What follows belongs to an exercise in optimizing a design on an open flow for small area and a short achievable clock period; a production flow would make more cautious choices. At most, simulation tests tie the RTL to the original design; equivalence was not proved. The RTL of run 2 was laid out without a check of its function.

===== flow/design.v =====
`timescale 1 ns / 1 ps
module AXIS_linear_regression_v1_0 #
	(
		parameter M = 8,
		parameter N = 3,
		parameter integer C_S00_AXIS_TDATA_WIDTH	= 32,
		parameter integer C_M00_AXIS_TDATA_WIDTH	= 32,
		parameter integer C_M00_AXIS_START_COUNT	= 32
	)
	(
		input wire  aclk,
		input wire  aresetn,
		output wire  s00_axis_tready,
		input wire [C_S00_AXIS_TDATA_WIDTH-1 : 0] s00_axis_tdata,
		input wire  s00_axis_tlast,
		input wire  s00_axis_tvalid,
		output wire  m00_axis_tvalid,
		output wire [C_M00_AXIS_TDATA_WIDTH-1 : 0] m00_axis_tdata,
		output wire  m00_axis_tlast,
		input wire  m00_axis_tready
	);
    reg        tready_r;
    reg  [2:0] vdly, ldly;
    reg        tvalid_r, tlast_r;
    reg  [31:0] tdata_r;
    reg  [1:0] col;         
    reg  [3:0] row;         
    reg        pending;     
    reg  [1:0] w;           
    assign s00_axis_tready = tready_r;
    assign m00_axis_tvalid = tvalid_r;
    assign m00_axis_tlast  = tlast_r;
    assign m00_axis_tdata  = tdata_r;
    wire take = s00_axis_tvalid & tready_r & ~pending;
    wire xrow = ~row[3];
    wire nz = row != 4'd0;              
    wire [15:0] bus16 = s00_axis_tdata[15:0];
    wire [15:0] enc;
    wire [7:0] encn;
    genvar g;
    generate for (g = 0; g < 8; g = g + 1) begin : be
        wire am1 = (g == 0) ? 1'b0 : bus16[2*g-1];
        wire a0 = bus16[2*g], a1 = bus16[2*g+1];
        assign enc[2*g]   = a0 ^ am1;
        assign enc[2*g+1] = (a1 & ~a0 & ~am1) | (~a1 & a0 & am1);
        assign encn[g]    = a1;
    end endgenerate
    reg [15:0] E0, E1, E2;
    reg [7:0] N0, N1, N2;
    wire ld0 = ~xrow | (col == 2'd0);
    wire ld1 = ~xrow | (col == 2'd1);
    wire ld2 = ~xrow | (col == 2'd2);
    wire flip = take & xrow & (col == 2'd3);
    reg [31:0] R0a, R0b, R0c;           
    reg [31:0] R1a, R1b;                
    reg [31:0] A22;
    reg [31:0] B0, B1, B2;              
    wire [31:0] busx = (col == 2'd3) ? s00_axis_tdata : {{16{s00_axis_tdata[15]}}, bus16};
    reg [31:0] Q0, Q1, Q2;
    reg sx0, sx1, sx2, sx3;             
    reg st;                             
    reg cR0, cB0, cR1, cB1, cR2, cB2;
    always @(posedge aclk) begin
        if (ld0) E0 <= enc;
        if (ld1) E1 <= enc;
        if (ld2) E2 <= enc;
        if (ld0 | flip) N0 <= ld0 ? encn : ~N0;
        if (ld1 | flip) N1 <= ld1 ? encn : ~N1;
        if (ld2 | flip) N2 <= ld2 ? encn : ~N2;
        Q0 <= xrow ? busx : R0a;
        Q1 <= xrow ? busx : (col == 2'd0) ? R0b : R1a;
        Q2 <= xrow ? busx : (col == 2'd0) ? R0c : (col == 2'd1) ? R1b : A22;
        if (!aresetn) begin
            tready_r <= 1'b0;
            vdly <= 3'b0; ldly <= 3'b0;
            tvalid_r <= 1'b0; tlast_r <= 1'b0;
            col <= 2'd0; row <= 4'd0;
            pending <= 1'b0; w <= 2'd0;
            {sx0, sx1, sx2, sx3, st} <= 5'b0;
            {cR0, cB0, cR1, cB1, cR2, cB2} <= 6'b0;
        end else begin
            tready_r <= m00_axis_tready;
            vdly <= {vdly[1:0], s00_axis_tvalid};
            ldly <= {ldly[1:0], s00_axis_tlast};
            tvalid_r <= vdly[2];
            tlast_r <= ldly[2];
            sx0 <= take & xrow & (col == 2'd0);
            sx1 <= take & xrow & (col == 2'd1);
            sx2 <= take & xrow & (col == 2'd2);
            sx3 <= take & xrow & (col == 2'd3);
            st  <= take & ~xrow & (col != 2'd3);
            cR0 <= take & xrow & nz & (col != 2'd3);
            cB0 <= take & (xrow ? nz & (col == 2'd3) : (col != 2'd3));
            cR1 <= take & xrow & nz & (col == 2'd1 || col == 2'd2);
            cB1 <= take & (xrow ? nz & (col == 2'd3) : 1'b1);
            cR2 <= take & xrow & nz & (col == 2'd2);
            cB2 <= take & (xrow ? nz & col[0] : 1'b1);
            if (take) begin
                col <= col + 2'd1;
                if (col == 2'd3) row <= row + 4'd1;
                if (~xrow && col == 2'd3) pending <= 1'b1;
            end
            if (pending & m00_axis_tready) begin
                w <= (w == 2'd2) ? 2'd0 : w + 2'd1;
                if (w == 2'd2) begin
                    pending <= 1'b0;
                    row <= 4'd0;
                    col <= 2'd0;
                end
            end
        end
    end
    wire tload = pending & m00_axis_tready;
    wire [31:0] gw = (w == 2'd0) ? B0 : (w == 2'd1) ? B1 : B2;
    always @(posedge aclk)
        tdata_r <= ({32{tload & aresetn}} & gw) | ({32{~tload & aresetn}} & tdata_r);
    wire [31:0] c0 = ({32{cR0}} & R0a) | ({32{cB0}} & B0);
    wire [31:0] r0;
    mac u0 (E0, N0, Q0, c0, r0);
    wire [31:0] c1 = ({32{cR1}} & R1a) | ({32{cB1}} & B1);
    wire [31:0] r1;
    mac u1 (E1, N1, Q1, c1, r1);
    wire [31:0] c2 = ({32{cR2}} & A22) | ({32{cB2}} & B2);
    wire [31:0] r2;
    mac u2 (E2, N2, Q2, c2, r2);
    wire wa0 = sx0 | sx1 | sx2 | (take & ~xrow & (col != 2'd3));
    wire wa1 = sx1 | sx2 | (take & ~xrow & (col == 2'd1));
    always @(posedge aclk) begin
        if (wa0) begin
            R0a <= R0b;
            R0b <= R0c;
            R0c <= r0;
        end
        if (wa1) begin
            R1a <= R1b;
            R1b <= r1;
        end
        if (sx2) A22 <= r2;
        if (sx3 | st) begin B0 <= r0; B1 <= r1; B2 <= r2; end
    end
endmodule
module mac(input [15:0] e, input [7:0] n, input [31:0] b, input [31:0] c, output [31:0] r);
wire one0 = e[0];
wire two0 = e[1];
wire neg0 = n[0];
wire one1 = e[2];
wire two1 = e[3];
wire neg1 = n[1];
wire one2 = e[4];
wire two2 = e[5];
wire neg2 = n[2];
wire one3 = e[6];
wire two3 = e[7];
wire neg3 = n[3];
wire one4 = e[8];
wire two4 = e[9];
wire neg4 = n[4];
wire one5 = e[10];
wire two5 = e[11];
wire neg5 = n[5];
wire one6 = e[12];
wire two6 = e[13];
wire neg6 = n[6];
wire one7 = e[14];
wire two7 = e[15];
wire neg7 = n[7];
wire p0_0, p0_1; bpp2z u_p0_0(one0, two0, neg0, b[0], b[1], p0_0, p0_1);
wire p0_2, p0_3; bpp2 u_p0_2(one0, two0, neg0, b[1], b[2], b[3], p0_2, p0_3);
wire p0_4, p0_5; bpp2 u_p0_4(one0, two0, neg0, b[3], b[4], b[5], p0_4, p0_5);
wire p0_6, p0_7; bpp2 u_p0_6(one0, two0, neg0, b[5], b[6], b[7], p0_6, p0_7);
wire p0_8, p0_9; bpp2 u_p0_8(one0, two0, neg0, b[7], b[8], b[9], p0_8, p0_9);
wire p0_10, p0_11; bpp2 u_p0_10(one0, two0, neg0, b[9], b[10], b[11], p0_10, p0_11);
wire p0_12, p0_13; bpp2 u_p0_12(one0, two0, neg0, b[11], b[12], b[13], p0_12, p0_13);
wire p0_14, p0_15; bpp2 u_p0_14(one0, two0, neg0, b[13], b[14], b[15], p0_14, p0_15);
wire p0_16, p0_17; bpp2 u_p0_16(one0, two0, neg0, b[15], b[16], b[17], p0_16, p0_17);
wire p0_18, p0_19; bpp2 u_p0_18(one0, two0, neg0, b[17], b[18], b[19], p0_18, p0_19);
wire p0_20, p0_21; bpp2 u_p0_20(one0, two0, neg0, b[19], b[20], b[21], p0_20, p0_21);
wire p0_22, p0_23; bpp2 u_p0_22(one0, two0, neg0, b[21], b[22], b[23], p0_22, p0_23);
wire p0_24, p0_25; bpp2 u_p0_24(one0, two0, neg0, b[23], b[24], b[25], p0_24, p0_25);
wire p0_26, p0_27; bpp2 u_p0_26(one0, two0, neg0, b[25], b[26], b[27], p0_26, p0_27);
wire p0_28, p0_29; bpp2 u_p0_28(one0, two0, neg0, b[27], b[28], b[29], p0_28, p0_29);
wire p0_30, p0_31; bpp2 u_p0_30(one0, two0, neg0, b[29], b[30], b[31], p0_30, p0_31);
wire p1_0, p1_1; bpp2z u_p1_0(one1, two1, neg1, b[0], b[1], p1_0, p1_1);
wire p1_2, p1_3; bpp2 u_p1_2(one1, two1, neg1, b[1], b[2], b[3], p1_2, p1_3);
wire p1_4, p1_5; bpp2 u_p1_4(one1, two1, neg1, b[3], b[4], b[5], p1_4, p1_5);
wire p1_6, p1_7; bpp2 u_p1_6(one1, two1, neg1, b[5], b[6], b[7], p1_6, p1_7);
wire p1_8, p1_9; bpp2 u_p1_8(one1, two1, neg1, b[7], b[8], b[9], p1_8, p1_9);
wire p1_10, p1_11; bpp2 u_p1_10(one1, two1, neg1, b[9], b[10], b[11], p1_10, p1_11);
wire p1_12, p1_13; bpp2 u_p1_12(one1, two1, neg1, b[11], b[12], b[13], p1_12, p1_13);
wire p1_14, p1_15; bpp2 u_p1_14(one1, two1, neg1, b[13], b[14], b[15], p1_14, p1_15);
wire p1_16, p1_17; bpp2 u_p1_16(one1, two1, neg1, b[15], b[16], b[17], p1_16, p1_17);
wire p1_18, p1_19; bpp2 u_p1_18(one1, two1, neg1, b[17], b[18], b[19], p1_18, p1_19);
wire p1_20, p1_21; bpp2 u_p1_20(one1, two1, neg1, b[19], b[20], b[21], p1_20, p1_21);
wire p1_22, p1_23; bpp2 u_p1_22(one1, two1, neg1, b[21], b[22], b[23], p1_22, p1_23);
wire p1_24, p1_25; bpp2 u_p1_24(one1, two1, neg1, b[23], b[24], b[25], p1_24, p1_25);
wire p1_26, p1_27; bpp2 u_p1_26(one1, two1, neg1, b[25], b[26], b[27], p1_26, p1_27);
wire p1_28, p1_29; bpp2 u_p1_28(one1, two1, neg1, b[27], b[28], b[29], p1_28, p1_29);
wire p2_0, p2_1; bpp2z u_p2_0(one2, two2, neg2, b[0], b[1], p2_0, p2_1);
wire p2_2, p2_3; bpp2 u_p2_2(one2, two2, neg2, b[1], b[2], b[3], p2_2, p2_3);
wire p2_4, p2_5; bpp2 u_p2_4(one2, two2, neg2, b[3], b[4], b[5], p2_4, p2_5);
wire p2_6, p2_7; bpp2 u_p2_6(one2, two2, neg2, b[5], b[6], b[7], p2_6, p2_7);
wire p2_8, p2_9; bpp2 u_p2_8(one2, two2, neg2, b[7], b[8], b[9], p2_8, p2_9);
wire p2_10, p2_11; bpp2 u_p2_10(one2, two2, neg2, b[9], b[10], b[11], p2_10, p2_11);
wire p2_12, p2_13; bpp2 u_p2_12(one2, two2, neg2, b[11], b[12], b[13], p2_12, p2_13);
wire p2_14, p2_15; bpp2 u_p2_14(one2, two2, neg2, b[13], b[14], b[15], p2_14, p2_15);
wire p2_16, p2_17; bpp2 u_p2_16(one2, two2, neg2, b[15], b[16], b[17], p2_16, p2_17);
wire p2_18, p2_19; bpp2 u_p2_18(one2, two2, neg2, b[17], b[18], b[19], p2_18, p2_19);
wire p2_20, p2_21; bpp2 u_p2_20(one2, two2, neg2, b[19], b[20], b[21], p2_20, p2_21);
wire p2_22, p2_23; bpp2 u_p2_22(one2, two2, neg2, b[21], b[22], b[23], p2_22, p2_23);
wire p2_24, p2_25; bpp2 u_p2_24(one2, two2, neg2, b[23], b[24], b[25], p2_24, p2_25);
wire p2_26, p2_27; bpp2 u_p2_26(one2, two2, neg2, b[25], b[26], b[27], p2_26, p2_27);
wire p3_0, p3_1; bpp2z u_p3_0(one3, two3, neg3, b[0], b[1], p3_0, p3_1);
wire p3_2, p3_3; bpp2 u_p3_2(one3, two3, neg3, b[1], b[2], b[3], p3_2, p3_3);
wire p3_4, p3_5; bpp2 u_p3_4(one3, two3, neg3, b[3], b[4], b[5], p3_4, p3_5);
wire p3_6, p3_7; bpp2 u_p3_6(one3, two3, neg3, b[5], b[6], b[7], p3_6, p3_7);
wire p3_8, p3_9; bpp2 u_p3_8(one3, two3, neg3, b[7], b[8], b[9], p3_8, p3_9);
wire p3_10, p3_11; bpp2 u_p3_10(one3, two3, neg3, b[9], b[10], b[11], p3_10, p3_11);
wire p3_12, p3_13; bpp2 u_p3_12(one3, two3, neg3, b[11], b[12], b[13], p3_12, p3_13);
wire p3_14, p3_15; bpp2 u_p3_14(one3, two3, neg3, b[13], b[14], b[15], p3_14, p3_15);
wire p3_16, p3_17; bpp2 u_p3_16(one3, two3, neg3, b[15], b[16], b[17], p3_16, p3_17);
wire p3_18, p3_19; bpp2 u_p3_18(one3, two3, neg3, b[17], b[18], b[19], p3_18, p3_19);
wire p3_20, p3_21; bpp2 u_p3_20(one3, two3, neg3, b[19], b[20], b[21], p3_20, p3_21);
wire p3_22, p3_23; bpp2 u_p3_22(one3, two3, neg3, b[21], b[22], b[23], p3_22, p3_23);
wire p3_24, p3_25; bpp2 u_p3_24(one3, two3, neg3, b[23], b[24], b[25], p3_24, p3_25);
wire p4_0, p4_1; bpp2z u_p4_0(one4, two4, neg4, b[0], b[1], p4_0, p4_1);
wire p4_2, p4_3; bpp2 u_p4_2(one4, two4, neg4, b[1], b[2], b[3], p4_2, p4_3);
wire p4_4, p4_5; bpp2 u_p4_4(one4, two4, neg4, b[3], b[4], b[5], p4_4, p4_5);
wire p4_6, p4_7; bpp2 u_p4_6(one4, two4, neg4, b[5], b[6], b[7], p4_6, p4_7);
wire p4_8, p4_9; bpp2 u_p4_8(one4, two4, neg4, b[7], b[8], b[9], p4_8, p4_9);
wire p4_10, p4_11; bpp2 u_p4_10(one4, two4, neg4, b[9], b[10], b[11], p4_10, p4_11);
wire p4_12, p4_13; bpp2 u_p4_12(one4, two4, neg4, b[11], b[12], b[13], p4_12, p4_13);
wire p4_14, p4_15; bpp2 u_p4_14(one4, two4, neg4, b[13], b[14], b[15], p4_14, p4_15);
wire p4_16, p4_17; bpp2 u_p4_16(one4, two4, neg4, b[15], b[16], b[17], p4_16, p4_17);
wire p4_18, p4_19; bpp2 u_p4_18(one4, two4, neg4, b[17], b[18], b[19], p4_18, p4_19);
wire p4_20, p4_21; bpp2 u_p4_20(one4, two4, neg4, b[19], b[20], b[21], p4_20, p4_21);
wire p4_22, p4_23; bpp2 u_p4_22(one4, two4, neg4, b[21], b[22], b[23], p4_22, p4_23);
wire p5_0, p5_1; bpp2z u_p5_0(one5, two5, neg5, b[0], b[1], p5_0, p5_1);
wire p5_2, p5_3; bpp2 u_p5_2(one5, two5, neg5, b[1], b[2], b[3], p5_2, p5_3);
wire p5_4, p5_5; bpp2 u_p5_4(one5, two5, neg5, b[3], b[4], b[5], p5_4, p5_5);
wire p5_6, p5_7; bpp2 u_p5_6(one5, two5, neg5, b[5], b[6], b[7], p5_6, p5_7);
wire p5_8, p5_9; bpp2 u_p5_8(one5, two5, neg5, b[7], b[8], b[9], p5_8, p5_9);
wire p5_10, p5_11; bpp2 u_p5_10(one5, two5, neg5, b[9], b[10], b[11], p5_10, p5_11);
wire p5_12, p5_13; bpp2 u_p5_12(one5, two5, neg5, b[11], b[12], b[13], p5_12, p5_13);
wire p5_14, p5_15; bpp2 u_p5_14(one5, two5, neg5, b[13], b[14], b[15], p5_14, p5_15);
wire p5_16, p5_17; bpp2 u_p5_16(one5, two5, neg5, b[15], b[16], b[17], p5_16, p5_17);
wire p5_18, p5_19; bpp2 u_p5_18(one5, two5, neg5, b[17], b[18], b[19], p5_18, p5_19);
wire p5_20, p5_21; bpp2 u_p5_20(one5, two5, neg5, b[19], b[20], b[21], p5_20, p5_21);
wire p6_0, p6_1; bpp2z u_p6_0(one6, two6, neg6, b[0], b[1], p6_0, p6_1);
wire p6_2, p6_3; bpp2 u_p6_2(one6, two6, neg6, b[1], b[2], b[3], p6_2, p6_3);
wire p6_4, p6_5; bpp2 u_p6_4(one6, two6, neg6, b[3], b[4], b[5], p6_4, p6_5);
wire p6_6, p6_7; bpp2 u_p6_6(one6, two6, neg6, b[5], b[6], b[7], p6_6, p6_7);
wire p6_8, p6_9; bpp2 u_p6_8(one6, two6, neg6, b[7], b[8], b[9], p6_8, p6_9);
wire p6_10, p6_11; bpp2 u_p6_10(one6, two6, neg6, b[9], b[10], b[11], p6_10, p6_11);
wire p6_12, p6_13; bpp2 u_p6_12(one6, two6, neg6, b[11], b[12], b[13], p6_12, p6_13);
wire p6_14, p6_15; bpp2 u_p6_14(one6, two6, neg6, b[13], b[14], b[15], p6_14, p6_15);
wire p6_16, p6_17; bpp2 u_p6_16(one6, two6, neg6, b[15], b[16], b[17], p6_16, p6_17);
wire p6_18, p6_19; bpp2 u_p6_18(one6, two6, neg6, b[17], b[18], b[19], p6_18, p6_19);
wire p7_0, p7_1; bpp2z u_p7_0(one7, two7, neg7, b[0], b[1], p7_0, p7_1);
wire p7_2, p7_3; bpp2 u_p7_2(one7, two7, neg7, b[1], b[2], b[3], p7_2, p7_3);
wire p7_4, p7_5; bpp2 u_p7_4(one7, two7, neg7, b[3], b[4], b[5], p7_4, p7_5);
wire p7_6, p7_7; bpp2 u_p7_6(one7, two7, neg7, b[5], b[6], b[7], p7_6, p7_7);
wire p7_8, p7_9; bpp2 u_p7_8(one7, two7, neg7, b[7], b[8], b[9], p7_8, p7_9);
wire p7_10, p7_11; bpp2 u_p7_10(one7, two7, neg7, b[9], b[10], b[11], p7_10, p7_11);
wire p7_12, p7_13; bpp2 u_p7_12(one7, two7, neg7, b[11], b[12], b[13], p7_12, p7_13);
wire p7_14, p7_15; bpp2 u_p7_14(one7, two7, neg7, b[13], b[14], b[15], p7_14, p7_15);
wire p7_16, p7_17; bpp2 u_p7_16(one7, two7, neg7, b[15], b[16], b[17], p7_16, p7_17);
wire n1;
wire n2;
ha un2 (p0_14, p1_12, n1, n2);
wire n3;
wire n4;
ha un4 (p0_15, p1_13, n3, n4);
wire n5;
wire n6;
ha un6 (p0_16, p1_14, n5, n6);
wire n7;
wire n8;
ha un8 (p0_17, p1_15, n7, n8);
wire n9;
wire n10;
ha un10 (p0_18, p1_16, n9, n10);
wire n11;
wire n12;
ha un12 (p0_19, p1_17, n11, n12);
wire n13;
wire n14;
ha un14 (p0_20, p1_18, n13, n14);
wire n15;
wire n16;
ha un16 (p0_21, p1_19, n15, n16);
wire n17;
wire n18;
ha un18 (p0_22, p1_20, n17, n18);
wire n19;
wire n20;
ha un20 (p0_23, p1_21, n19, n20);
wire n21;
wire n22;
ha un22 (p0_24, p1_22, n21, n22);
wire n23;
wire n24;
ha un24 (p0_25, p1_23, n23, n24);
wire n25;
wire n26;
ha un26 (p0_26, p1_24, n25, n26);
wire n27;
wire n28;
ha un28 (p0_27, p1_25, n27, n28);
wire n29;
wire n30;
ha un30 (p0_28, p1_26, n29, n30);
wire n31;
wire n32;
ha un32 (p0_29, p1_27, n31, n32);
wire n33;
wire n34;
ha un34 (p0_30, p1_28, n33, n34);
wire n35;
wire n36;
ha un36 (p0_31, p1_29, n35, n36);
wire n37;
wire n38;
ha un38 (p0_8, p1_6, n37, n38);
wire n39;
wire n40;
ha un40 (p0_9, p1_7, n39, n40);
wire n41;
wire n42;
fa un42 (p0_10, p1_8, p2_6, n41, n42);
wire n43;
wire n44;
ha un44 (p3_4, p4_2, n43, n44);
wire n45;
wire n46;
fa un46 (p0_11, p1_9, p2_7, n45, n46);
wire n47;
wire n48;
ha un48 (p3_5, p4_3, n47, n48);
wire n49;
wire n50;
fa un50 (p0_12, p1_10, p2_8, n49, n50);
wire n51;
wire n52;
fa un52 (p3_6, p4_4, p5_2, n51, n52);
wire n53;
wire n54;
ha un54 (p6_0, neg6, n53, n54);
wire n55;
wire n56;
fa un56 (p0_13, p1_11, p2_9, n55, n56);
wire n57;
wire n58;
fa un58 (p3_7, p4_5, p5_3, n57, n58);
wire n59;
wire n60;
ha un60 (p6_1, c[13], n59, n60);
wire n61;
wire n62;
fa un62 (n1, p2_10, p3_8, n61, n62);
wire n63;
wire n64;
fa un64 (p4_6, p5_4, p6_2, n63, n64);
wire n65;
wire n66;
fa un66 (p7_0, neg7, c[14], n65, n66);
wire n67;
wire n68;
fa un68 (n2, n3, p2_11, n67, n68);
wire n69;
wire n70;
fa un70 (p3_9, p4_7, p5_5, n69, n70);
wire n71;
wire n72;
fa un72 (p6_3, p7_1, c[15], n71, n72);
wire n73;
wire n74;
fa un74 (n4, n5, p2_12, n73, n74);
wire n75;
wire n76;
fa un76 (p3_10, p4_8, p5_6, n75, n76);
wire n77;
wire n78;
fa un78 (p6_4, p7_2, c[16], n77, n78);
wire n79;
wire n80;
fa un80 (n6, n7, p2_13, n79, n80);
wire n81;
wire n82;
fa un82 (p3_11, p4_9, p5_7, n81, n82);
wire n83;
wire n84;
fa un84 (p6_5, p7_3, c[17], n83, n84);
wire n85;
wire n86;
fa un86 (n8, n9, p2_14, n85, n86);
wire n87;
wire n88;
fa un88 (p3_12, p4_10, p5_8, n87, n88);
wire n89;
wire n90;
fa un90 (p6_6, p7_4, c[18], n89, n90);
wire n91;
wire n92;
fa un92 (n10, n11, p2_15, n91, n92);
wire n93;
wire n94;
fa un94 (p3_13, p4_11, p5_9, n93, n94);
wire n95;
wire n96;
fa un96 (p6_7, p7_5, c[19], n95, n96);
wire n97;
wire n98;
fa un98 (n12, n13, p2_16, n97, n98);
wire n99;
wire n100;
fa un100 (p3_14, p4_12, p5_10, n99, n100);
wire n101;
wire n102;
fa un102 (p6_8, p7_6, c[20], n101, n102);
wire n103;
wire n104;
fa un104 (n14, n15, p2_17, n103, n104);
wire n105;
wire n106;
fa un106 (p3_15, p4_13, p5_11, n105, n106);
wire n107;
wire n108;
fa un108 (p6_9, p7_7, c[21], n107, n108);
wire n109;
wire n110;
fa un110 (n16, n17, p2_18, n109, n110);
wire n111;
wire n112;
fa un112 (p3_16, p4_14, p5_12, n111, n112);
wire n113;
wire n114;
fa un114 (p6_10, p7_8, c[22], n113, n114);
wire n115;
wire n116;
fa un116 (n18, n19, p2_19, n115, n116);
wire n117;
wire n118;
fa un118 (p3_17, p4_15, p5_13, n117, n118);
wire n119;
wire n120;
fa un120 (p6_11, p7_9, c[23], n119, n120);
wire n121;
wire n122;
fa un122 (n20, n21, p2_20, n121, n122);
wire n123;
wire n124;
fa un124 (p3_18, p4_16, p5_14, n123, n124);
wire n125;
wire n126;
fa un126 (p6_12, p7_10, c[24], n125, n126);
wire n127;
wire n128;
fa un128 (n22, n23, p2_21, n127, n128);
wire n129;
wire n130;
fa un130 (p3_19, p4_17, p5_15, n129, n130);
wire n131;
wire n132;
fa un132 (p6_13, p7_11, c[25], n131, n132);
wire n133;
wire n134;
fa un134 (n24, n25, p2_22, n133, n134);
wire n135;
wire n136;
fa un136 (p3_20, p4_18, p5_16, n135, n136);
wire n137;
wire n138;
fa un138 (p6_14, p7_12, c[26], n137, n138);
wire n139;
wire n140;
fa un140 (n26, n27, p2_23, n139, n140);
wire n141;
wire n142;
fa un142 (p3_21, p4_19, p5_17, n141, n142);
wire n143;
wire n144;
fa un144 (p6_15, p7_13, c[27], n143, n144);
wire n145;
wire n146;
fa un146 (n28, n29, p2_24, n145, n146);
wire n147;
wire n148;
fa un148 (p3_22, p4_20, p5_18, n147, n148);
wire n149;
wire n150;
fa un150 (p6_16, p7_14, c[28], n149, n150);
wire n151;
wire n152;
fa un152 (n30, n31, p2_25, n151, n152);
wire n153;
wire n154;
fa un154 (p3_23, p4_21, p5_19, n153, n154);
wire n155;
wire n156;
fa un156 (p6_17, p7_15, c[29], n155, n156);
wire n157;
wire n158;
fa un158 (n32, n33, p2_26, n157, n158);
wire n159;
wire n160;
fa un160 (p3_24, p4_22, p5_20, n159, n160);
wire n161;
wire n162;
fa un162 (p6_18, p7_16, c[30], n161, n162);
wire n163;
wire n164;
fa un164 (n34, n35, p2_27, n163, n164);
wire n165;
wire n166;
fa un166 (p3_25, p4_23, p5_21, n165, n166);
wire n167;
wire n168;
fa un168 (p6_19, p7_17, c[31], n167, n168);
wire n169;
wire n170;
ha un170 (p0_4, p1_2, n169, n170);
wire n171;
wire n172;
ha un172 (p0_5, p1_3, n171, n172);
wire n173;
wire n174;
fa un174 (p0_6, p1_4, p2_2, n173, n174);
wire n175;
wire n176;
ha un176 (p3_0, neg3, n175, n176);
wire n177;
wire n178;
fa un178 (p0_7, p1_5, p2_3, n177, n178);
wire n179;
wire n180;
ha un180 (p3_1, c[7], n179, n180);
wire n181;
wire n182;
fa un182 (n37, p2_4, p3_2, n181, n182);
wire n183;
wire n184;
fa un184 (p4_0, neg4, c[8], n183, n184);
wire n185;
wire n186;
fa un186 (n38, n39, p2_5, n185, n186);
wire n187;
wire n188;
fa un188 (p3_3, p4_1, c[9], n187, n188);
wire n189;
wire n190;
fa un190 (n40, n41, n43, n189, n190);
wire n191;
wire n192;
fa un192 (p5_0, neg5, c[10], n191, n192);
wire n193;
wire n194;
fa un194 (n42, n44, n45, n193, n194);
wire n195;
wire n196;
fa un196 (n47, p5_1, c[11], n195, n196);
wire n197;
wire n198;
fa un198 (n46, n48, n49, n197, n198);
wire n199;
wire n200;
fa un200 (n51, n53, c[12], n199, n200);
wire n201;
wire n202;
fa un202 (n50, n52, n54, n201, n202);
wire n203;
wire n204;
fa un204 (n55, n57, n59, n203, n204);
wire n205;
wire n206;
fa un206 (n56, n58, n60, n205, n206);
wire n207;
wire n208;
fa un208 (n61, n63, n65, n207, n208);
wire n209;
wire n210;
fa un210 (n62, n64, n66, n209, n210);
wire n211;
wire n212;
fa un212 (n67, n69, n71, n211, n212);
wire n213;
wire n214;
fa un214 (n68, n70, n72, n213, n214);
wire n215;
wire n216;
fa un216 (n73, n75, n77, n215, n216);
wire n217;
wire n218;
fa un218 (n74, n76, n78, n217, n218);
wire n219;
wire n220;
fa un220 (n79, n81, n83, n219, n220);
wire n221;
wire n222;
fa un222 (n80, n82, n84, n221, n222);
wire n223;
wire n224;
fa un224 (n85, n87, n89, n223, n224);
wire n225;
wire n226;
fa un226 (n86, n88, n90, n225, n226);
wire n227;
wire n228;
fa un228 (n91, n93, n95, n227, n228);
wire n229;
wire n230;
fa un230 (n92, n94, n96, n229, n230);
wire n231;
wire n232;
fa un232 (n97, n99, n101, n231, n232);
wire n233;
wire n234;
fa un234 (n98, n100, n102, n233, n234);
wire n235;
wire n236;
fa un236 (n103, n105, n107, n235, n236);
wire n237;
wire n238;
fa un238 (n104, n106, n108, n237, n238);
wire n239;
wire n240;
fa un240 (n109, n111, n113, n239, n240);
wire n241;
wire n242;
fa un242 (n110, n112, n114, n241, n242);
wire n243;
wire n244;
fa un244 (n115, n117, n119, n243, n244);
wire n245;
wire n246;
fa un246 (n116, n118, n120, n245, n246);
wire n247;
wire n248;
fa un248 (n121, n123, n125, n247, n248);
wire n249;
wire n250;
fa un250 (n122, n124, n126, n249, n250);
wire n251;
wire n252;
fa un252 (n127, n129, n131, n251, n252);
wire n253;
wire n254;
fa un254 (n128, n130, n132, n253, n254);
wire n255;
wire n256;
fa un256 (n133, n135, n137, n255, n256);
wire n257;
wire n258;
fa un258 (n134, n136, n138, n257, n258);
wire n259;
wire n260;
fa un260 (n139, n141, n143, n259, n260);
wire n261;
wire n262;
fa un262 (n140, n142, n144, n261, n262);
wire n263;
wire n264;
fa un264 (n145, n147, n149, n263, n264);
wire n265;
wire n266;
fa un266 (n146, n148, n150, n265, n266);
wire n267;
wire n268;
fa un268 (n151, n153, n155, n267, n268);
wire n269;
wire n270;
fa un270 (n152, n154, n156, n269, n270);
wire n271;
wire n272;
fa un272 (n157, n159, n161, n271, n272);
wire n273;
wire n274;
fa un274 (n158, n160, n162, n273, n274);
wire n275;
wire n276;
fa un276 (n163, n165, n167, n275, n276);
wire n277;
wire n278;
ha un278 (p0_2, p1_0, n277, n278);
wire n279;
wire n280;
ha un280 (p0_3, p1_1, n279, n280);
wire n281;
wire n282;
fa un282 (n169, p2_0, neg2, n281, n282);
wire n283;
wire n284;
fa un284 (n170, n171, p2_1, n283, n284);
wire n285;
wire n286;
fa un286 (n172, n173, n175, n285, n286);
wire n287;
wire n288;
fa un288 (n174, n176, n177, n287, n288);
wire n289;
wire n290;
fa un290 (n178, n180, n181, n289, n290);
wire n291;
wire n292;
fa un292 (n182, n184, n185, n291, n292);
wire n293;
wire n294;
fa un294 (n186, n188, n189, n293, n294);
wire n295;
wire n296;
fa un296 (n190, n192, n193, n295, n296);
wire n297;
wire n298;
fa un298 (n194, n196, n197, n297, n298);
wire n299;
wire n300;
fa un300 (n198, n200, n201, n299, n300);
wire n301;
wire n302;
fa un302 (n202, n204, n205, n301, n302);
wire n303;
wire n304;
fa un304 (n206, n208, n209, n303, n304);
wire n305;
wire n306;
fa un306 (n210, n212, n213, n305, n306);
wire n307;
wire n308;
fa un308 (n214, n216, n217, n307, n308);
wire n309;
wire n310;
fa un310 (n218, n220, n221, n309, n310);
wire n311;
wire n312;
fa un312 (n222, n224, n225, n311, n312);
wire n313;
wire n314;
fa un314 (n226, n228, n229, n313, n314);
wire n315;
wire n316;
fa un316 (n230, n232, n233, n315, n316);
wire n317;
wire n318;
fa un318 (n234, n236, n237, n317, n318);
wire n319;
wire n320;
fa un320 (n238, n240, n241, n319, n320);
wire n321;
wire n322;
fa un322 (n242, n244, n245, n321, n322);
wire n323;
wire n324;
fa un324 (n246, n248, n249, n323, n324);
wire n325;
wire n326;
fa un326 (n250, n252, n253, n325, n326);
wire n327;
wire n328;
fa un328 (n254, n256, n257, n327, n328);
wire n329;
wire n330;
fa un330 (n258, n260, n261, n329, n330);
wire n331;
wire n332;
fa un332 (n262, n264, n265, n331, n332);
wire n333;
wire n334;
fa un334 (n266, n268, n269, n333, n334);
wire n335;
wire n336;
fa un336 (n270, n272, n273, n335, n336);
wire n337;
wire n338;
ha un338 (p0_0, neg0, n337, n338);
wire n339;
wire n340;
ha un340 (p0_1, c[1], n339, n340);
wire n341;
wire n342;
fa un342 (n277, neg1, c[2], n341, n342);
wire n343;
wire n344;
fa un344 (n278, n279, c[3], n343, n344);
wire n345;
wire n346;
fa un346 (n280, n281, c[4], n345, n346);
wire n347;
wire n348;
fa un348 (n282, n283, c[5], n347, n348);
wire n349;
wire n350;
fa un350 (n284, n285, c[6], n349, n350);
wire n351;
wire n352;
fa un352 (n286, n287, n179, n351, n352);
wire n353;
wire n354;
fa un354 (n288, n289, n183, n353, n354);
wire n355;
wire n356;
fa un356 (n290, n291, n187, n355, n356);
wire n357;
wire n358;
fa un358 (n292, n293, n191, n357, n358);
wire n359;
wire n360;
fa un360 (n294, n295, n195, n359, n360);
wire n361;
wire n362;
fa un362 (n296, n297, n199, n361, n362);
wire n363;
wire n364;
fa un364 (n298, n299, n203, n363, n364);
wire n365;
wire n366;
fa un366 (n300, n301, n207, n365, n366);
wire n367;
wire n368;
fa un368 (n302, n303, n211, n367, n368);
wire n369;
wire n370;
fa un370 (n304, n305, n215, n369, n370);
wire n371;
wire n372;
fa un372 (n306, n307, n219, n371, n372);
wire n373;
wire n374;
fa un374 (n308, n309, n223, n373, n374);
wire n375;
wire n376;
fa un376 (n310, n311, n227, n375, n376);
wire n377;
wire n378;
fa un378 (n312, n313, n231, n377, n378);
wire n379;
wire n380;
fa un380 (n314, n315, n235, n379, n380);
wire n381;
wire n382;
fa un382 (n316, n317, n239, n381, n382);
wire n383;
wire n384;
fa un384 (n318, n319, n243, n383, n384);
wire n385;
wire n386;
fa un386 (n320, n321, n247, n385, n386);
wire n387;
wire n388;
fa un388 (n322, n323, n251, n387, n388);
wire n389;
wire n390;
fa un390 (n324, n325, n255, n389, n390);
wire n391;
wire n392;
fa un392 (n326, n327, n259, n391, n392);
wire n393;
wire n394;
fa un394 (n328, n329, n263, n393, n394);
wire n395;
wire n396;
fa un396 (n330, n331, n267, n395, n396);
wire n397;
wire n398;
fa un398 (n332, n333, n271, n397, n398);
wire n399;
wire n400;
fa un400 (n334, n335, n275, n399, n400);
wire [31:0] s0 = {n398, n396, n394, n392, n390, n388, n386, n384, n382, n380, n378, n376, n374, n372, n370, n368, n366, n364, n362, n360, n358, n356, n354, n352, n350, n348, n346, n344, n342, n340, n338, n337};
wire [31:0] s1 = {n399, n397, n395, n393, n391, n389, n387, n385, n383, n381, n379, n377, n375, n373, n371, n369, n367, n365, n363, n361, n359, n357, n355, n353, n351, n349, n347, n345, n343, n341, n339, c[0]};
add32 u_cpa(s0, s1, r);
endmodule
module fa(input a, input b, input c, output s, output co);
assign s = a ^ b ^ c;
assign co = (a & b) | (a & c) | (b & c);
endmodule
module ha(input a, input b, output s, output co);
assign s = a ^ b;
assign co = a & b;
endmodule
module bpp2(input one, input two, input neg, input bm1, input b0, input b1, output p0, output p1);
assign p0 = ((one & b0) | (two & bm1)) ^ neg;
assign p1 = ((one & b1) | (two & b0)) ^ neg;
endmodule
module bpp2z(input one, input two, input neg, input b0, input b1, output p0, output p1);
assign p0 = (one & b0) ^ neg;
assign p1 = ((one & b1) | (two & b0)) ^ neg;
endmodule
module add32(input [31:0] a, input [31:0] b, output [31:0] s);
wire q1;
wire q2;
pgc u_pg0(a[0], b[0], q1, q2);
wire q3;
wire q4;
pgc u_pg1(a[1], b[1], q3, q4);
wire q5;
wire q6;
pgc u_pg2(a[2], b[2], q5, q6);
wire q7;
wire q8;
pgc u_pg3(a[3], b[3], q7, q8);
wire q9;
wire q10;
pgc u_pg4(a[4], b[4], q9, q10);
wire q11;
wire q12;
pgc u_pg5(a[5], b[5], q11, q12);
wire q13;
wire q14;
pgc u_pg6(a[6], b[6], q13, q14);
wire q15;
wire q16;
pgc u_pg7(a[7], b[7], q15, q16);
wire q17;
wire q18;
pgc u_pg8(a[8], b[8], q17, q18);
wire q19;
wire q20;
pgc u_pg9(a[9], b[9], q19, q20);
wire q21;
wire q22;
pgc u_pg10(a[10], b[10], q21, q22);
wire q23;
wire q24;
pgc u_pg11(a[11], b[11], q23, q24);
wire q25;
wire q26;
pgc u_pg12(a[12], b[12], q25, q26);
wire q27;
wire q28;
pgc u_pg13(a[13], b[13], q27, q28);
wire q29;
wire q30;
pgc u_pg14(a[14], b[14], q29, q30);
wire q31;
wire q32;
pgc u_pg15(a[15], b[15], q31, q32);
wire q33;
wire q34;
pgc u_pg16(a[16], b[16], q33, q34);
wire q35;
wire q36;
pgc u_pg17(a[17], b[17], q35, q36);
wire q37;
wire q38;
pgc u_pg18(a[18], b[18], q37, q38);
wire q39;
wire q40;
pgc u_pg19(a[19], b[19], q39, q40);
wire q41;
wire q42;
pgc u_pg20(a[20], b[20], q41, q42);
wire q43;
wire q44;
pgc u_pg21(a[21], b[21], q43, q44);
wire q45;
wire q46;
pgc u_pg22(a[22], b[22], q45, q46);
wire q47;
wire q48;
pgc u_pg23(a[23], b[23], q47, q48);
wire q49;
wire q50;
pgc u_pg24(a[24], b[24], q49, q50);
wire q51;
wire q52;
pgc u_pg25(a[25], b[25], q51, q52);
wire q53;
wire q54;
pgc u_pg26(a[26], b[26], q53, q54);
wire q55;
wire q56;
pgc u_pg27(a[27], b[27], q55, q56);
wire q57;
wire q58;
pgc u_pg28(a[28], b[28], q57, q58);
wire q59;
wire q60;
pgc u_pg29(a[29], b[29], q59, q60);
wire q61;
wire q62;
pgc u_pg30(a[30], b[30], q61, q62);
wire q63;
wire q64;
pgc u_pg31(a[31], b[31], q63, q64);
wire q65;
gray u_g65(q3, q4, q1, q65);
wire q66;
wire q67;
dot u_d67(q7, q8, q5, q6, q66, q67);
wire q68;
wire q69;
dot u_d69(q11, q12, q9, q10, q68, q69);
wire q70;
wire q71;
dot u_d71(q15, q16, q13, q14, q70, q71);
wire q72;
wire q73;
dot u_d73(q19, q20, q17, q18, q72, q73);
wire q74;
wire q75;
dot u_d75(q23, q24, q21, q22, q74, q75);
wire q76;
wire q77;
dot u_d77(q27, q28, q25, q26, q76, q77);
wire q78;
wire q79;
dot u_d79(q31, q32, q29, q30, q78, q79);
wire q80;
wire q81;
dot u_d81(q35, q36, q33, q34, q80, q81);
wire q82;
wire q83;
dot u_d83(q39, q40, q37, q38, q82, q83);
wire q84;
wire q85;
dot u_d85(q43, q44, q41, q42, q84, q85);
wire q86;
wire q87;
dot u_d87(q47, q48, q45, q46, q86, q87);
wire q88;
wire q89;
dot u_d89(q51, q52, q49, q50, q88, q89);
wire q90;
wire q91;
dot u_d91(q55, q56, q53, q54, q90, q91);
wire q92;
wire q93;
dot u_d93(q59, q60, q57, q58, q92, q93);
wire q94;
wire q95;
dot u_d95(q63, q64, q61, q62, q94, q95);
wire q96;
gray u_g96(q66, q67, q65, q96);
wire q97;
wire q98;
dot u_d98(q68, q69, q66, q67, q97, q98);
wire q99;
wire q100;
dot u_d100(q70, q71, q68, q69, q99, q100);
wire q101;
wire q102;
dot u_d102(q72, q73, q70, q71, q101, q102);
wire q103;
wire q104;
dot u_d104(q74, q75, q72, q73, q103, q104);
wire q105;
wire q106;
dot u_d106(q76, q77, q74, q75, q105, q106);
wire q107;
wire q108;
dot u_d108(q78, q79, q76, q77, q107, q108);
wire q109;
wire q110;
dot u_d110(q80, q81, q78, q79, q109, q110);
wire q111;
wire q112;
dot u_d112(q82, q83, q80, q81, q111, q112);
wire q113;
wire q114;
dot u_d114(q84, q85, q82, q83, q113, q114);
wire q115;
wire q116;
dot u_d116(q86, q87, q84, q85, q115, q116);
wire q117;
wire q118;
dot u_d118(q88, q89, q86, q87, q117, q118);
wire q119;
wire q120;
dot u_d120(q90, q91, q88, q89, q119, q120);
wire q121;
wire q122;
dot u_d122(q92, q93, q90, q91, q121, q122);
wire q123;
wire q124;
dot u_d124(q94, q95, q92, q93, q123, q124);
wire q125;
gray u_g125(q97, q98, q65, q125);
wire q126;
gray u_g126(q99, q100, q96, q126);
wire q127;
wire q128;
dot u_d128(q101, q102, q97, q98, q127, q128);
wire q129;
wire q130;
dot u_d130(q103, q104, q99, q100, q129, q130);
wire q131;
wire q132;
dot u_d132(q105, q106, q101, q102, q131, q132);
wire q133;
wire q134;
dot u_d134(q107, q108, q103, q104, q133, q134);
wire q135;
wire q136;
dot u_d136(q109, q110, q105, q106, q135, q136);
wire q137;
wire q138;
dot u_d138(q111, q112, q107, q108, q137, q138);
wire q139;
wire q140;
dot u_d140(q113, q114, q109, q110, q139, q140);
wire q141;
wire q142;
dot u_d142(q115, q116, q111, q112, q141, q142);
wire q143;
wire q144;
dot u_d144(q117, q118, q113, q114, q143, q144);
wire q145;
wire q146;
dot u_d146(q119, q120, q115, q116, q145, q146);
wire q147;
wire q148;
dot u_d148(q121, q122, q117, q118, q147, q148);
wire q149;
wire q150;
dot u_d150(q123, q124, q119, q120, q149, q150);
wire q151;
gray u_g151(q127, q128, q65, q151);
wire q152;
gray u_g152(q129, q130, q96, q152);
wire q153;
gray u_g153(q131, q132, q125, q153);
wire q154;
gray u_g154(q133, q134, q126, q154);
wire q155;
wire q156;
dot u_d156(q135, q136, q127, q128, q155, q156);
wire q157;
wire q158;
dot u_d158(q137, q138, q129, q130, q157, q158);
wire q159;
wire q160;
dot u_d160(q139, q140, q131, q132, q159, q160);
wire q161;
wire q162;
dot u_d162(q141, q142, q133, q134, q161, q162);
wire q163;
wire q164;
dot u_d164(q143, q144, q135, q136, q163, q164);
wire q165;
wire q166;
dot u_d166(q145, q146, q137, q138, q165, q166);
wire q167;
wire q168;
dot u_d168(q147, q148, q139, q140, q167, q168);
wire q169;
wire q170;
dot u_d170(q149, q150, q141, q142, q169, q170);
wire q171;
gray u_g171(q155, q156, q65, q171);
wire q172;
gray u_g172(q157, q158, q96, q172);
wire q173;
gray u_g173(q159, q160, q125, q173);
wire q174;
gray u_g174(q161, q162, q126, q174);
wire q175;
gray u_g175(q163, q164, q151, q175);
wire q176;
gray u_g176(q165, q166, q152, q176);
wire q177;
gray u_g177(q167, q168, q153, q177);
wire q178;
gray u_g178(q169, q170, q154, q178);
wire q179;
gray u_g179(q5, q6, q65, q179);
wire q180;
gray u_g180(q9, q10, q96, q180);
wire q181;
gray u_g181(q13, q14, q125, q181);
wire q182;
gray u_g182(q17, q18, q126, q182);
wire q183;
gray u_g183(q21, q22, q151, q183);
wire q184;
gray u_g184(q25, q26, q152, q184);
wire q185;
gray u_g185(q29, q30, q153, q185);
wire q186;
gray u_g186(q33, q34, q154, q186);
wire q187;
gray u_g187(q37, q38, q171, q187);
wire q188;
gray u_g188(q41, q42, q172, q188);
wire q189;
gray u_g189(q45, q46, q173, q189);
wire q190;
gray u_g190(q49, q50, q174, q190);
wire q191;
gray u_g191(q53, q54, q175, q191);
wire q192;
gray u_g192(q57, q58, q176, q192);
wire q193;
gray u_g193(q61, q62, q177, q193);
assign s[0] = q2;
xr u_x1(q4, q1, s[1]);
xr u_x2(q6, q65, s[2]);
xr u_x3(q8, q179, s[3]);
xr u_x4(q10, q96, s[4]);
xr u_x5(q12, q180, s[5]);
xr u_x6(q14, q125, s[6]);
xr u_x7(q16, q181, s[7]);
xr u_x8(q18, q126, s[8]);
xr u_x9(q20, q182, s[9]);
xr u_x10(q22, q151, s[10]);
xr u_x11(q24, q183, s[11]);
xr u_x12(q26, q152, s[12]);
xr u_x13(q28, q184, s[13]);
xr u_x14(q30, q153, s[14]);
xr u_x15(q32, q185, s[15]);
xr u_x16(q34, q154, s[16]);
xr u_x17(q36, q186, s[17]);
xr u_x18(q38, q171, s[18]);
xr u_x19(q40, q187, s[19]);
xr u_x20(q42, q172, s[20]);
xr u_x21(q44, q188, s[21]);
xr u_x22(q46, q173, s[22]);
xr u_x23(q48, q189, s[23]);
xr u_x24(q50, q174, s[24]);
xr u_x25(q52, q190, s[25]);
xr u_x26(q54, q175, s[26]);
xr u_x27(q56, q191, s[27]);
xr u_x28(q58, q176, s[28]);
xr u_x29(q60, q192, s[29]);
xr u_x30(q62, q177, s[30]);
xr u_x31(q64, q193, s[31]);
endmodule
module pgc(input a, input b, output g, output p);
assign g = a & b;
assign p = a ^ b;
endmodule
module dot(input g1, input p1, input g0, input p0, output g, output p);
assign g = g1 | (p1 & g0);
assign p = p1 & p0;
endmodule
module gray(input g1, input p1, input g0, output g);
assign g = g1 | (p1 & g0);
endmodule
module xr(input a, input b, output y);
assign y = a ^ b;
endmodule

===== flow/flow/run.sh =====
#!/bin/bash
# The standard layout, with the port buffers made from buf_4 instead of the default cell,
# the resizer's timing repair aiming at 16.45 ns of setup slack, and no dummy loads in the
# clock tree
set -euo pipefail
bash standard.sh finish 'BUFFER_PORTS_ARGS=-buffer_cell sky130_fd_sc_hd__buf_4' SETUP_SLACK_MARGIN=16.45 \
  'CTS_ARGS=-sink_clustering_enable -repair_clock_nets -sink_clustering_size 28 -sink_clustering_max_diameter 55 -buf_list {sky130_fd_sc_hd__clkbuf_8 sky130_fd_sc_hd__clkbuf_16} -dont_use_dummy_load' > standard.log 2>&1

===== flow/standard.sh =====
#!/bin/bash
# synth_recipe.tcl (not shown) runs the flow's synth.tcl, then flattens the netlist and writes it again
# the make line also repeats each setting of config.mk as NAME=value (left out here)
make -C /OpenROAD-flow-scripts/flow DESIGN_CONFIG=/design/flow/config.mk WORK_HOME=/design/flow/orfs CLKGATE_MAP_FILE= SYNTH_SCRIPT=/design/flow/synth_recipe.tcl "${@:-finish}"

===== flow/config.mk =====
export PLATFORM = sky130hd
export DESIGN_NAME = AXIS_linear_regression_v1_0
export DESIGN_NICKNAME = AXIS_linear_regression_v1_0
export VERILOG_FILES = /design/flow/design.v
export SDC_FILE = /design/flow/constraint.sdc
export NUM_CORES = 8
export LEC_CHECK = 0
export CAP_MARGIN = 20
export CORE_MARGIN = 2
export CORE_UTILIZATION = 40
export CTS_CLUSTER_DIAMETER = 55
export CTS_CLUSTER_SIZE = 28
export SLEW_MARGIN = 20
export SYNTH_HIERARCHICAL = 1
export SYNTH_MINIMUM_KEEP_SIZE = 0

===== flow/constraint.sdc =====
create_clock -name core_clock -period 22.0 [get_ports {aclk}]
set_input_delay 4.4000 -clock core_clock [delete_from_list [all_inputs] [get_ports {aclk}]]
set_output_delay 4.4000 -clock core_clock [all_outputs]
set_load 0.01 [all_outputs]

==> impl_metrics.json, run 1 <==
{
  "outcome": "finished clean",
  "drv_cap": 0,
  "hp-class": "flip-flop to flip-flop",
  "skew_ns": 0.1038,
  "syn_area_um2": 44570,
  "grt_pass1_vias": 32145,
  "setup-tns-final_ns": 0,
  "reg2reg_slack_ns": 16.54,
  "syn_to_final_growth_pct": 9.455,
  "fp-row-count": 122,
  "layout_common_cells": "xnor2_1 (602), a22oi_1 (551), fa_1 (504), edfxtp_1 (360), a21o_1 (224)",
  "cp_top_family": "flip-flops",
  "ant_nets": 0,
  "r2r-end": "B2[28]",
  "grt_max_degree": 66,
  "vias": 32406,
  "rsz0062_at_grt": "true",
  "dieArea_um2": 114100,
  "worstSetupStartpointType": "flip-flop",
  "max_slew.worst_pin.slew_ns": 1.117,
  "drcViolationCount": 0,
  "layout_commonest_cell": "xnor2_1",
  "synth_cells": 3576,
  "finalHoldViolations": 0,
  "cts-buffers-inserted": 42,
  "dp_hpwl_um": 113400,
  "synth_seq_cells": 517,
  "ys_types": 53,
  "clk_pin_slew_worst_paths_ns": 0.09,
  "yosysTopAreaCell": "edfxtp_1",
  "grt_pass1_wl_um": 227500,
  "seqCellArea_um2": 14080,
  "whs_ns": 0.4279,
  "cp_slowest_cell": "dfxtp_4",
  "avgSynthCellArea_um2": 12.46,
  "multiInputGateArea_um2": 30170,
  "final_cells": 5192,
  "drt_pass1_iterations": 5,
  "viasPerCell": 6.242,
  "holdPathStages": 1,
  "cts_num_sinks": 517,
  "slew_violations": 0,
  "hold_end": "ldly[1]",
  "antenna_found_initial": 2,
  "fill_cells": 10305,
  "async_flop_share_pct": 0,
  "fin_crit_ns": 5.546,
  "r2r_start": "Q2[10]",
  "nNetsFinal": 4444,
  "fp.dieH_um": 337.8,
  "synth-main-ff-cell": "edfxtp_1",
  "ctsRootBufferMaster": "clkbuf_16",
  "drive_above_1_share_pct": 10.18,
  "fin_ws_ns": 16.45,
  "worst-r2r-cell-count": 13,
  "cp_max_fo": 2,
  "maxClockFrequency_ghz": 0.1803,
  "synthTopCellsByArea": "edfxtp_1 (24%), fa_1 (23%), xnor2_1 (12%), a22oi_1 (9.3%), dfxtp_1 (7.1%)",
  "hp-start": "ldly[0]",
  "start_util_pct": 40.33,
  "arrival_ns": 1.15,
  "cts_hold_buf": 0,
  "synth-edff-count": 360,
  "ctsLongestPathBuffers": 3,
  "clk_latency_ns": 0.62,
  "yosysWarnings": 7,
  "dp_slack_ns": 15.19,
  "portBuffers": 71,
  "place_congestion": 0.9540,
  "dp_cells": 5128,
  "cp_num_buf_inv": 1,
  "endpoint_kind": "output pin",
  "synth_fp_nets": 4315,
  "setup_viol": 0,
  "post-route-period-util_pct": 25.21,
  "yosysTopAreaCellShare_pct": 24.26,
  "cts_max_level": 2,
  "cts_tree": "built",
  "critPathMaxStageDelay_ns": 0.42,
  "die_x_um": 337.8,
  "required_ns": 17.60,
  "crit_type": "flip-flop to output pin",
  "wl_per_cell_um": 30.23,
  "design.core.area_um2": 110500,
  "grt-ovfl-total": 0,
  "crit_chain": "buf_6",
  "track_usage_pct": 27.07,
  "drt_iter0_drc": 4137,
  "ys_seq_area_share_pct": 31.31,
  "io_pins": 72,
  "wirelength_um": 157000,
  "slew_headroom_pct": 25.52
}
-- how the worst max path moves through the flow --
stage / startpoint / endpoint / slack [ns] / cells past startpoint
4_1_cts: tdata_r[31] / m00_axis_tdata[31] / 16.44 / 1
3_3_place_gp: s00_axis_tvalid / R0b[5] / 15.21 / 4
2_1_floorplan: s00_axis_tvalid / R0a[0] / 15.43 / 2
6_report: tdata_r[31] / m00_axis_tdata[31] / 16.45 / 1
5_1_grt: tdata_r[31] / m00_axis_tdata[31] / 16.42 / 1
3_5_place_dp: s00_axis_tvalid / R0b[2] / 15.19 / 4
-- synth_stat cells (6+ instances only) --
master	n
a211oi_2	10
and2_1	147
nand2_1	85
o21ai_0	57
o2bb2ai_1	31
nand2b_1	7
mux2_2	32
fa_1	504
ha_1	198
a211oi_1	11
nor2_1	47
xor2_1	100
clkbuf_1	40
a221oi_1	32
a22o_1	96
a21oi_1	50
mux2i_1	65
edfxtp_1	360
inv_1	22
a211oi_4	10
a22oi_2	24
xnor2_1	602
dfxtp_1	157
a21oi_2	6
a21o_1	225
buf_2	30
buf_4	14
o21ai_1	25
a22oi_1	552
-- final cells by class --
type / count / share of cell area, %
multi-input cells: 2948 / 61.84
flip-flops and latches: 517 / 28.86
well taps: 1488 / 3.817
repair buffers: 174 / 3.155
clock buffers: 42 / 2.155
inverters: 22 / 0.1693
diodes: 1 / 0.005130
-- what timing repair did --
item,in CTS,in global routing
endpoints found under the setup margin,145,82
gates resized for setup,75,39
pin swaps,1,0
cloned,1,0
setup buffers,3,16
-- Yosys stat by module, one instance, submodules excluded, a selection --
module,cells,area [µm²]
bpp2z,4,33.78
AXIS_linear_regression_v1_0,1224,18920
ha,1,12.51
fa,1,20.02
dot,2,13.76
pgc,1,12.51
xr,1,8.758
gray,1,7.507
bpp2,4,32.53
-- routing by layer --
metal	global-route usage (%)	up-vias	part of all wire, %
li1	-	13504	-
met1	39.71	16938	43
met2	39.58	1753	43
met3	5.806	209	10
met4	8.965	2	3.7
met5	0	-	0.0076
-- flip-flops by register name, summed over array words and instances (netlist names), 16 cells and up --
| name | flops |
|---|---|
| R0c | 32 |
| R0b | 32 |
| tdata_r | 32 |
| Q2 | 32 |
| B1 | 32 |
| R1b | 32 |
| B2 | 32 |
| A22 | 32 |
| E2 | 16 |
| E1 | 16 |
| R1a | 32 |
| E0 | 16 |
| B0 | 32 |
| R0a | 32 |
| Q1 | 32 |
| Q0 | 32 |
-- metrics by stage --
stage          instance area [µm²]  util (%)
3_3_place_gp                 47160     42.68
6_report                     48780     44.14
2_1_floorplan                44590         -
5_1_grt                      48780     44.14
3_5_place_dp                 47160     42.68
4_1_cts                      48420     43.81
-- cell families after synthesis --
logic type | share of synthesized area (%)
compound gates | 19.48
xor+xnor | 13.80
fa+ha+maj | 28.20
buf+inv | 1.235
flops | 31.31
mux | 2.268
simple gates | 3.717
==> run 2: changes to the inputs <==
--- a/flow/design.v
+++ b/flow/design.v
@@ -61,12 +61,12 @@
     reg st;                             
     reg cR0, cB0, cR1, cB1, cR2, cB2;
     always @(posedge aclk) begin
-        if (ld0) E0 <= enc;
-        if (ld1) E1 <= enc;
-        if (ld2) E2 <= enc;
-        if (ld0 | flip) N0 <= ld0 ? encn : ~N0;
-        if (ld1 | flip) N1 <= ld1 ? encn : ~N1;
-        if (ld2 | flip) N2 <= ld2 ? encn : ~N2;
+        E0 <= ({16{ld0}} & enc) | ({16{~ld0}} & E0);
+        E1 <= ({16{ld1}} & enc) | ({16{~ld1}} & E1);
+        E2 <= ({16{ld2}} & enc) | ({16{~ld2}} & E2);
+        N0 <= ({8{ld0}} & encn) | ({8{~ld0}} & (N0 ^ {8{flip}}));
+        N1 <= ({8{ld1}} & encn) | ({8{~ld1}} & (N1 ^ {8{flip}}));
+        N2 <= ({8{ld2}} & encn) | ({8{~ld2}} & (N2 ^ {8{flip}}));
         Q0 <= xrow ? busx : R0a;
         Q1 <= xrow ? busx : (col == 2'd0) ? R0b : R1a;
         Q2 <= xrow ? busx : (col == 2'd0) ? R0c : (col == 2'd1) ? R1b : A22;
==> flow/flow/run.sh (replaced) <==
#!/bin/bash
# The standard layout, with the port buffers made from buf_4 instead of the default cell,
# and the resizer's timing repair aiming at 16.5 ns of setup slack
set -euo pipefail
bash standard.sh finish 'BUFFER_PORTS_ARGS=-buffer_cell sky130_fd_sc_hd__buf_4' SETUP_SLACK_MARGIN=16.5 > standard.log 2>&1
--- a/flow/config.mk
+++ b/flow/config.mk
@@ -8,8 +8,8 @@
 export CAP_MARGIN = 20
 export CORE_MARGIN = 2
 export CORE_UTILIZATION = 40
-export CTS_CLUSTER_DIAMETER = 55
-export CTS_CLUSTER_SIZE = 28
+export CTS_CLUSTER_DIAMETER = 50
+export CTS_CLUSTER_SIZE = 24
 export SLEW_MARGIN = 20
 export SYNTH_HIERARCHICAL = 1
 export SYNTH_MINIMUM_KEEP_SIZE = 0
==> run 2 against run 1 <==
Against the previous run:
- still clean on timing, DRC and antenna
- first-iteration DRC count shrank 5.5%
- non-clock buffer count grew 13
- worst hold slack gained 0.0068 ns
- die area shrank 0.45%
- global-route usage shrank 0.10 points
- via count grew 1.6%
- sequential cell count is the same
- utilization grew 0.77 points
- setup slack lost 0.023 ns
- critical endpoint is now m00_axis_tdata[0]
- largest cell class unchanged
==> impl_metrics.json, run 2 <==
{
  "outcome": "finished clean",
  "die_x_um": 337.0,
  "start_util_pct": 40.20,
  "drt_iter0_drc": 3911,
  "crit_chain": "buf_6",
  "synthTopCellsByArea": "fa_1 (23%), edfxtp_1 (23%), xnor2_1 (12%), a22oi_1 (9.3%), dfxtp_1 (8.2%)",
  "syn_to_final_growth_pct": 11.72,
  "nNetsFinal": 4560,
  "fp-row-count": 122,
  "ant_nets": 0,
  "required_ns": 17.60,
  "cp-startpoint": "tdata_r[0]",
  "holdPathStages": 1,
  "cp_num_buf_inv": 1,
  "fin_crit_ns": 5.569,
  "setup_viol": 0,
  "hp-class": "flip-flop to flip-flop",
  "endpoint_kind": "output pin",
  "ctsLongestPathBuffers": 3,
  "io_pins": 72,
  "dp_hpwl_um": 114700,
  "drv_cap": 0,
  "yosysMostFrequentCell": "xnor2_1",
  "synth_seq_cells": 517,
  "fp.dieH_um": 337.0,
  "viasPerCell": 6.152,
  "max_slew.worst_pin.slew_ns": 1.137,
  "track_usage_pct": 26.97,
  "dpl-instance-area_um2": 47150,
  "cp_slowest_cell": "dfxtp_4",
  "whs_ns": 0.4347,
  "maxClockFrequency_ghz": 0.1796,
  "grt_pass1_wl_um": 227800,
  "cts_max_level": 2,
  "drt_pass1_iterations": 6,
  "place_congestion": 0.9646,
  "fin_ws_ns": 16.43,
  "fin_util_pct": 44.91,
  "synth-compound-area-share_pct": 19.89,
  "cp_max_fo": 2,
  "skew_ns": 0.04176,
  "wl_per_cell_um": 28.99,
  "r2r-end": "R0c[19]",
  "final_cells": 5349,
  "wirelength_um": 155000,
  "grt_pass1_vias": 32942,
  "reg2reg_slack_ns": 16.64,
  "design.core.area_um2": 110400,
  "dieArea_um2": 113600,
  "critPathMaxStageDelay_ns": 0.42,
  "clk_pin_slew_worst_paths_ns": 0.08,
  "grt-ovfl-total": 0,
  "arrival_ns": 1.17,
  "drive_above_1_share_pct": 9.790,
  "layout_common_cells": "xnor2_1 (602), a22oi_1 (546), fa_1 (503), edfxtp_1 (336), a21o_1 (225)",
  "antenna_found_initial": 5,
  "layout_commonest_cell": "xnor2_1",
  "cts-buffers-inserted": 48,
  "rsz0062_at_grt": "true",
  "synthAdderAreaFrac_pct": 28.33,
  "ys_seq_area_share_pct": 30.91,
  "portBuffers": 71,
  "postLayoutCellArea_um2": 49560,
  "synth_fp_nets": 4426,
  "slew_headroom_pct": 24.18,
  "cp_top_family": "flip-flops",
  "drcViolationCount": 0,
  "grt_max_degree": 68,
  "post-route-period-util_pct": 25.31,
  "worst-r2r-cell-count": 15,
  "cts_hold_buf": 0,
  "dp_cells": 5243,
  "yosysTopAreaCell": "fa_1",
  "slew_violations": 0,
  "synth_top_family_by_area": "adder cells",
  "synthMuxAreaShare_pct": 0.7925,
  "ctsRootBufferMaster": "clkbuf_16",
  "hold_end": "tlast_r",
  "clk_latency_ns": 0.63,
  "finalHoldViolations": 0,
  "crit_type": "flip-flop to output pin",
  "synth_cells": 3687,
  "cts_num_sinks": 517,
  "worstSetupStartpointType": "flip-flop",
  "cts_tree": "built",
  "synth_xor_area_share_pct": 14.33,
  "syn_area_um2": 44360,
  "ys_top_cells_by_count": "xnor2_1 (602), a22oi_1 (552), fa_1 (504)",
  "ys_types": 45,
  "setup-tns-final_ns": 0,
  "synth-edff-count": 336,
  "yosysTopAreaCellShare_pct": 22.74,
  "dp_slack_ns": 15.36,
  "async_flop_share_pct": 0,
  "hp-start": "ldly[2]",
  "yosys.area_share.simple_pct": 4.535,
  "synth-main-ff-cell": "edfxtp_1",
  "avgSynthCellArea_um2": 12.03,
  "diodes": 0,
  "vias": 32909,
  "yosysWarnings": 7
}
## run 2: kinds of logic after synthesis
logic type,after synthesis
buffers and inverters,129
and+or+nand+nor,366
AOI/OAI and AO/OA,1212
muxes,35
adders and majority gates,702
DFF,517
xor gates and xnor gates,726
## run 2: cell type report
type | count | area [µm²]
clock buffer | 56 | 1284
clock inverter | 34 | 524.3
fill | 10213 | 60800
inverter | 26 | 97.59
multi-input combinational | 3041 | 30240
sequential | 517 | 13850
tap | 1488 | 1862
timing repair buffer | 187 | 1699
## run 2: layer usage
metal  vias to the layer above  track usage [%]  part of all wire [%]
met1                     17043            36.51                    40
met5                         -                0                 0.023
met2                      1697            43.77                    47
met3                       244            5.217                   9.5
met4                         6            8.007                   3.3
li1                      13919                -                     -
## run 2: what timing repair did
action                                  4_1_cts  5_1_grt
gates resized for setup                      92       44
endpoints found under the setup margin      131      183
hold endpoints to repair                      0        0
setup buffers                                 8        8
## run 2: worst max path at each step
stage / end / slack (ns) / depth (start not counted)
floorplan: R0a[0] / 15.38 / 2
global placement: R0c[24] / 15.40 / 5
detailed placement: R0c[24] / 15.36 / 5
CTS: m00_axis_tdata[0] / 16.43 / 1
global route: m00_axis_tdata[0] / 16.42 / 1
finish: m00_axis_tdata[0] / 16.43 / 1
## run 2: Yosys stat by module (local to each module, per instance), a selection
| module | cells | flip-flops and latches | times used |
|---|---|---|---|
| bpp2 | 4 | 0 | 276 |
| ha | 1 | 0 | 96 |
| pgc | 1 | 0 | 96 |
| AXIS_linear_regression_v1_0 | 1335 | 517 | 1 |
| fa | 1 | 0 | 504 |
| xr | 1 | 0 | 93 |
| bpp2z | 4 | 0 | 24 |
| gray | 1 | 0 | 90 |
| add32 | 1 | 0 | 3 |

what the ideal ports hide:
How much do the figures lean on ideal ports? The routed layouts below were timed once more, with nothing changed but the port constraints. Step 1, drivers: a clkbuf_16 drives aclk and a buf_2 each remaining input, both assumed. Step 2 times the ports against the registers' clock, not the clock port: input delays grow and output delays shrink by t, the midpoint of the rising clock arrivals with the driver on. Slacks: ideal ports / drivers / drivers and shift; pairs: ideal ports / drivers.
run | t, ns | setup WS [ns] | hold slack, ns | slew at the worst register clock pin (ns)
run 1 | 0.634 | 16.454 / 16.388 / 15.921 | 0.428 / 0.428 / 0.428 | 0.10 / 0.10
run 2 | 0.674 | 16.431 / 16.365 / 15.980 | 0.435 / 0.435 / 0.435 | 0.09 / 0.09
After both steps every run listed still meets setup and hold. The setup slack of run 1, which loses most, moves by -0.066 ns with the drivers and by -0.533 ns with both steps.
